Background: an optimization exercise with open tools, aiming at small area and a short achievable clock period. Do not read the settings as production practice.
The clock port is modelled as an ideal driver, which makes a skipped or thinned clock tree look cheaper than it is; a real chip needs a root buffer or a tree.
No activity file was given, so power comes from the tool's default toggle rates.

v7:
## Router_Top_Level_1x3
module Router_Top_Level_1x3(clock,resetn,read_enb_0,read_enb_1,read_enb_2,data_in,pkt_valid,data_out_0,data_out_1,data_out_2,valid_out_0,valid_out_1,valid_out_2,error,busy);
For scale: roughly 1100 cells after synthesis, about 490 flip-flops, ~43 I/O pins.
export LEC_CHECK = 0
export CAP_MARGIN = 20
export CORE_MARGIN = 2
export CORE_UTILIZATION = 55
export PLACE_DENSITY = 0.65
export SETUP_SLACK_MARGIN = 3.2
export SLEW_MARGIN = 20
export SYNTH_HIERARCHICAL = 1
export SYNTH_MINIMUM_KEEP_SIZE = 0
create_clock -name core_clock -period 5.0 [get_ports {clock}]
standard.sh (not shown) runs the stock make flow with config.mk's settings and CLKGATE_MAP_FILE= SYNTH_SCRIPT=/design/flow/synth_recipe.tcl, a recipe that flattens the netlist after the stock synthesis.
==> flow/flow/run.sh <==
#!/bin/bash
# Standard ORFS layout, except that the clock tree is a hand-built two-level
# inverter tree (flow/cts_hook.tcl) instead of TritonCTS's buffer H-tree, and
# the port buffers start as buf_4 instead of the smallest buffer.
set -euo pipefail
work=$(pwd)
bash standard.sh PRE_CTS_TCL="$work/flow/cts_hook.tcl" \
  BUFFER_PORTS_ARGS="-buffer_cell sky130_fd_sc_hd__buf_4" finish > "$work/standard.log" 2>&1
Other scripts of this flow, unchanged in this note and not shown: flow/flow/cts_hook.tcl
Looking at the reports, v7 completed the entire flow and the layout it produced met the timing, design-rule and antenna checks.
The inputs of v15 differ from those of v7 as listed below.
- SETUP_SLACK_MARGIN now 3.25, was 3.2
Results
v15: no failed stages, no open violations at the end. Of v15 and v7, it is v15 that has the higher combined global-route utilization of all metal layers. | register share of total power | higher: v7 |. v15 against v7: growth of design area from synthesis to finish now larger; worst setup slack has decreased; slew at the pin closest to its max-slew limit now larger; arrival time at the worst endpoint shows an increase of 0.05 ns; fmax decreased about 2.7%. Diff v7 -> v15: clock network fraction of design power shows an increase of 0.2 points; storage element area barely changed; summed area of non-filler cells in the final layout went up about 1.6%; power flat.
No run of this note included a check of the RTL's function; only the layout flow was run. No run of this note takes its clock network from TritonCTS; it comes from the design's own scripts or RTL.

---

== build 95 ==
The RTL this note starts from:
==> flow/design.v <==
`timescale 1ns / 1ps
module FIFO_Project(clk, resetn, soft_reset, read_enb, write_enb, data_in,
                    data_out, valid, full);
input clk, resetn, soft_reset, read_enb, write_enb;
input [7:0] data_in;
output reg [7:0] data_out;
output reg valid;    
output reg full;
reg [7:0] fifo [0:15];
reg [3:0] last;      
wire clr = !resetn || soft_reset;
wire wr  = write_enb && !full;
wire rd  = read_enb && valid;
integer k;
always @(posedge clk)
    if (wr) begin
        fifo[0] <= data_in;
        for (k = 1; k < 16; k = k + 1)
            fifo[k] <= fifo[k - 1];
    end
wire [7:0] rdata;
FIFO_Read_Mux read_mux(.d({fifo[15], fifo[14], fifo[13], fifo[12], fifo[11], fifo[10], fifo[9], fifo[8],
                          fifo[7], fifo[6], fifo[5], fifo[4], fifo[3], fifo[2], fifo[1], fifo[0]}),
                       .sel(last), .q(rdata));
always @(posedge clk)
    if (clr)
        data_out <= 8'd0;
    else if (rd)
        data_out <= rdata;
wire [3:0] last_rd   = wr ? last : (last == 4'd0 ? 4'd0 : last - 4'd1);
wire [3:0] last_nord = (wr && valid) ? last + 4'd1 : last;
always @(posedge clk)
    last <= clr ? 4'd0 : (read_enb && valid) ? last_rd : last_nord;
always @(posedge clk) begin
    valid <= !clr && (wr || (valid && !(read_enb && last == 4'd0)));
    full  <= !clr && !(read_enb && valid) && (wr ? (valid && last == 4'd14) : full);
end
endmodule
module FIFO_Read_Mux(input [127:0] d, input [3:0] sel, output [7:0] q);
assign q = d[8*sel +: 8];
endmodule
`timescale 1ns / 1ps
module Synchronizer_Project(clk, resetn, valid, read_enb, soft_reset);
input clk, resetn, valid, read_enb;
output reg soft_reset;
reg [4:0] cnt;
always @(posedge clk)
    if (!resetn || !valid || read_enb) begin
        cnt <= 5'd0;
        soft_reset <= 1'b0;
    end else if (cnt == 5'b11000) begin
        cnt <= 5'd0;
        soft_reset <= 1'b1;
    end else begin
        cnt <= {cnt[3:0], ~(cnt[4] ^ cnt[2])};
        soft_reset <= 1'b0;
    end
endmodule
`timescale 1ns / 1ps
module FSM_Project(clk, resetn, soft_reset, pkt_valid, addr_in, empty_in,
                   fifo_full, parity_done, low_pkt_valid, addr,
                   detect_add, lfd_state, ld_state, lp_state, cpe_state,
                   full_state, laf_state, busy, write_enb);
input clk, resetn, soft_reset, pkt_valid;
input [1:0] addr_in;
input [2:0] empty_in;
input fifo_full, parity_done, low_pkt_valid;
output reg [1:0] addr;
output detect_add, lfd_state, ld_state, lp_state, cpe_state, full_state, laf_state;
output reg busy;
output reg [2:0] write_enb;    
reg s_da, s_lfd, s_ld, s_lp, s_cpe, s_ffs, s_laf, s_wte;
wire [3:0] empty4 = {1'b0, empty_in};
wire hdr_ok     = pkt_valid && (addr_in != 2'd3);
wire hdr_empty  = empty4[addr_in];
wire addr_empty = empty4[addr];
wire clr = !resetn || soft_reset;
wire n_da  = clr || (s_da && !hdr_ok) || (s_cpe && !fifo_full) || (s_laf && parity_done);
wire n_lfd = !clr && ((s_da && hdr_ok && hdr_empty) || (s_wte && addr_empty));
wire n_wte = !clr && ((s_da && hdr_ok && !hdr_empty) || (s_wte && !addr_empty));
wire n_ld  = !clr && (s_lfd || (s_ld && !fifo_full && pkt_valid) ||
                      (s_laf && !parity_done && !low_pkt_valid));
wire n_lp  = !clr && ((s_ld && !fifo_full && !pkt_valid) ||
                      (s_laf && !parity_done && low_pkt_valid));
wire n_cpe = !clr && s_lp;
wire n_ffs = !clr && ((s_ld || s_cpe || s_ffs) && fifo_full);
wire n_laf = !clr && s_ffs && !fifo_full;
wire n_busy = !clr && ((s_da && hdr_ok) || (s_ld && (fifo_full || !pkt_valid)) ||
                       s_lp || s_ffs || s_wte || (s_cpe && fifo_full) ||
                       (s_laf && !parity_done && low_pkt_valid));
wire [1:0] n_addr = s_da ? addr_in : addr;
wire n_we = n_ld || n_lp || n_laf;
always @(posedge clk) begin
    s_da  <= n_da;
    s_lfd <= n_lfd;
    s_wte <= n_wte;
    s_ld  <= n_ld;
    s_lp  <= n_lp;
    s_cpe <= n_cpe;
    s_ffs <= n_ffs;
    s_laf <= n_laf;
    busy  <= n_busy;
    write_enb <= {3{n_we}} & {n_addr == 2'd2, n_addr == 2'd1, n_addr == 2'd0};
end
always @(posedge clk)
    addr <= n_addr;
assign detect_add = s_da;
assign lfd_state  = s_lfd;
assign ld_state   = s_ld;
assign lp_state   = s_lp;
assign cpe_state  = s_cpe;
assign full_state = s_ffs;
assign laf_state  = s_laf;
endmodule
`timescale 1ns / 1ps
module Register_Project(input clk, resetn, pkt_valid,
                        input [7:0] data_in,
                        input fifo_full, detect_add, ld_state, laf_state, lfd_state, cpe_state,
                        output reg err, parity_done, low_pkt_valid,
                        output reg [7:0] data_out);
reg [7:0] fifo_full_state_byte, internal_parity, packet_parity_byte;
always @(posedge clk)
    if (!resetn)
        parity_done <= 1'b0;
    else if (ld_state && !fifo_full && !pkt_valid)
        parity_done <= 1'b1;
    else if (laf_state && low_pkt_valid && !parity_done)
        parity_done <= 1'b1;
    else if (detect_add)
        parity_done <= 1'b0;
always @(posedge clk)
    if (!resetn)
        low_pkt_valid <= 1'b0;
    else if (ld_state && !pkt_valid)
        low_pkt_valid <= 1'b1;
    else if (cpe_state)
        low_pkt_valid <= 1'b0;
always @(posedge clk)
    if (ld_state && fifo_full)
        fifo_full_state_byte <= data_in;
always @(posedge clk)
    if (detect_add || (ld_state && !fifo_full))
        data_out <= data_in;
    else if (laf_state)
        data_out <= fifo_full_state_byte;
always @(posedge clk)
    if (lfd_state)
        internal_parity <= data_out;
    else if (ld_state && pkt_valid)
        internal_parity <= internal_parity ^ data_in;
    else if (detect_add)
        internal_parity <= 8'd0;
always @(posedge clk)
    if (ld_state && !pkt_valid)
        packet_parity_byte <= data_in;
always @(posedge clk)
    if (!resetn)
        err <= 1'b0;
    else if (parity_done)
        err <= internal_parity != packet_parity_byte;
endmodule
`timescale 1ns / 1ps
module Router_Top_Level_1x3(clock,resetn,read_enb_0,read_enb_1,read_enb_2,data_in,pkt_valid,data_out_0,data_out_1,data_out_2,valid_out_0,valid_out_1,valid_out_2,error,busy);
input clock,resetn,read_enb_0,read_enb_1,read_enb_2,pkt_valid;
input [7:0] data_in;
output valid_out_0,valid_out_1,valid_out_2,error,busy;
output [7:0] data_out_0,data_out_1,data_out_2;
wire [2:0] soft_reset, valid, full, read_enb;
wire [7:0] reg_out;
wire [1:0] addr;
wire detect_add, lfd_state, ld_state, lp_state, cpe_state, full_state, laf_state;
wire parity_done, low_pkt_valid;
assign read_enb = {read_enb_2, read_enb_1, read_enb_0};
assign valid_out_0 = valid[0];
assign valid_out_1 = valid[1];
assign valid_out_2 = valid[2];
wire [3:0] full4 = {1'b0, full};
wire fifo_full = full4[addr];
wire [2:0] write_enb;
FIFO_Project fifo_0(.clk(clock), .resetn(resetn), .soft_reset(soft_reset[0]),
                    .read_enb(read_enb_0), .write_enb(write_enb[0]), .data_in(reg_out),
                    .data_out(data_out_0), .valid(valid[0]), .full(full[0]));
FIFO_Project fifo_1(.clk(clock), .resetn(resetn), .soft_reset(soft_reset[1]),
                    .read_enb(read_enb_1), .write_enb(write_enb[1]), .data_in(reg_out),
                    .data_out(data_out_1), .valid(valid[1]), .full(full[1]));
FIFO_Project fifo_2(.clk(clock), .resetn(resetn), .soft_reset(soft_reset[2]),
                    .read_enb(read_enb_2), .write_enb(write_enb[2]), .data_in(reg_out),
                    .data_out(data_out_2), .valid(valid[2]), .full(full[2]));
Synchronizer_Project sync_0(.clk(clock), .resetn(resetn), .valid(valid[0]),
                            .read_enb(read_enb_0), .soft_reset(soft_reset[0]));
Synchronizer_Project sync_1(.clk(clock), .resetn(resetn), .valid(valid[1]),
                            .read_enb(read_enb_1), .soft_reset(soft_reset[1]));
Synchronizer_Project sync_2(.clk(clock), .resetn(resetn), .valid(valid[2]),
                            .read_enb(read_enb_2), .soft_reset(soft_reset[2]));
FSM_Project fsm0(.clk(clock), .resetn(resetn), .soft_reset(|soft_reset),
                 .pkt_valid(pkt_valid), .addr_in(data_in[1:0]), .empty_in(~valid),
                 .fifo_full(fifo_full), .parity_done(parity_done), .low_pkt_valid(low_pkt_valid),
                 .addr(addr), .detect_add(detect_add), .lfd_state(lfd_state), .ld_state(ld_state),
                 .lp_state(lp_state), .cpe_state(cpe_state), .full_state(full_state),
                 .laf_state(laf_state), .busy(busy), .write_enb(write_enb));
Register_Project register(.clk(clock), .resetn(resetn), .pkt_valid(pkt_valid), .data_in(data_in),
                          .fifo_full(fifo_full), .detect_add(detect_add), .ld_state(ld_state),
                          .laf_state(laf_state), .lfd_state(lfd_state), .cpe_state(cpe_state),
                          .err(error), .parity_done(parity_done), .low_pkt_valid(low_pkt_valid),
                          .data_out(reg_out));
endmodule
Settings: LEC_CHECK=0, CAP_MARGIN=20, CORE_MARGIN=2, CORE_UTILIZATION=55, PLACE_DENSITY=0.65, SETUP_SLACK_MARGIN=3.3, SLEW_MARGIN=20, SYNTH_HIERARCHICAL=1, SYNTH_MINIMUM_KEEP_SIZE=0; clock period 5.0 ns.
==> flow/flow/run.sh <==
#!/bin/bash
# Standard ORFS layout, except that the clock tree is a hand-built two-level
# inverter tree (flow/cts_hook.tcl) instead of TritonCTS's buffer H-tree.
set -euo pipefail
work=$(pwd)
bash standard.sh PRE_CTS_TCL="$work/flow/cts_hook.tcl" finish > "$work/standard.log" 2>&1
Other scripts of this flow, unchanged in this note and not shown: flow/flow/cts_hook.tcl
Build 95 ran to completion and came out clean on the timing, design-rule and antenna checks.
## Diff of input files: build 41 against build 95
Settings: SETUP_SLACK_MARGIN now 3.2, was 3.3.
==> comparison <==
Number of gates given a new drive strength after cts: lower on build 41. Row routed wirelength normalized by instance count: build 41 lower / build 95 higher. Start point of the critical path: read_enb_0 -> build 41, read_enb_1 -> build 95. On core utilization, the lower figure sits with build 41, not build 95. Build 41 vs. build 95: share of the clock period used by the worst path went up; net switching power went down; switching share of power went down; highest clock frequency the design can meet went down; met3 layer wire length in the routed design went down. Diff build 95 and build 41: number of multi-input combinational cells lower in build 41.
> inputs changed (build 41 -> build 5)
Settings: SYNTH_MINIMUM_KEEP_SIZE removed (was 0); SYNTH_HIERARCHICAL removed (was 1).
Notes after the runs:
- Compared with build 41, placement density in the core of build 5 is higher.
- [build 5 vs build 41] post-detailed-routing wire length: higher in build 5
- On clock skew, build 5 and build 41 are neck and neck.
- Between build 5 and build 41, the power share of the combinational group is lower for build 41.
- Between build 41 and build 5, the flow reports weighted congestion reported at the end of routability-driven placement increasing slightly.
- From build 5 to build 41, total of buffers placed on input and output ports did not move at all.
- In build 5, the met1 track utilization from global routing came out 3.5 points above the value in build 41.
- Higher total area of multi-input combinational cells among build 5 and build 41: build 5
- In the flow results for build 5 and build 41, the combinational power is smaller on build 41.
No run of this note included a check of the RTL's function; only the layout flow was run. No run of this note takes its clock network from TritonCTS; it comes from the design's own scripts or RTL.

[afterwards: timing with drivers on the ports]
In the flow no input, the clock included, has a driving cell. The finished layouts below were timed again as built, in two steps. Step 1 sets driving cells, clkbuf_16 on the clock port and buf_2 on the other inputs (assumed; they add their load-dependent delay and slew). Step 2 also shifts input and output timing later by t, the mid clock arrival at the registers, as if the neighbouring blocks saw the same clock. Three values: no drivers, after step 1, after step 2; two values: the first two.
run	t (ns)	setup WS [ns]	worst hold slack (ns)	latest minus earliest clock arrival (ns)	worst slew at a driven data input, ns
v7	0.426	3.162 / 3.034 / 3.018	0.457 / 0.457 / 0.457	0.019 / 0.020	0.07
v15	0.425	3.111 / 3.046 / 2.994	0.445 / 0.446 / 0.446	0.024 / 0.025	0.04
build 95	0.439	3.204 / 3.068 / 2.893	0.439 / 0.440 / 0.440	0.016 / 0.016	0.11
build 41	0.444	3.184 / 2.993 / 2.892	0.440 / 0.440 / 0.440	0.016 / 0.013	0.09
build 5	0.444	3.084 / 2.927 / 2.838	0.419 / 0.420 / 0.420	0.015 / 0.016	0.09
After both steps setup and hold are still met in every run listed. For build 95, which loses most, drivers alone change the setup slack by -0.136 ns; drivers and shift together by -0.311 ns.
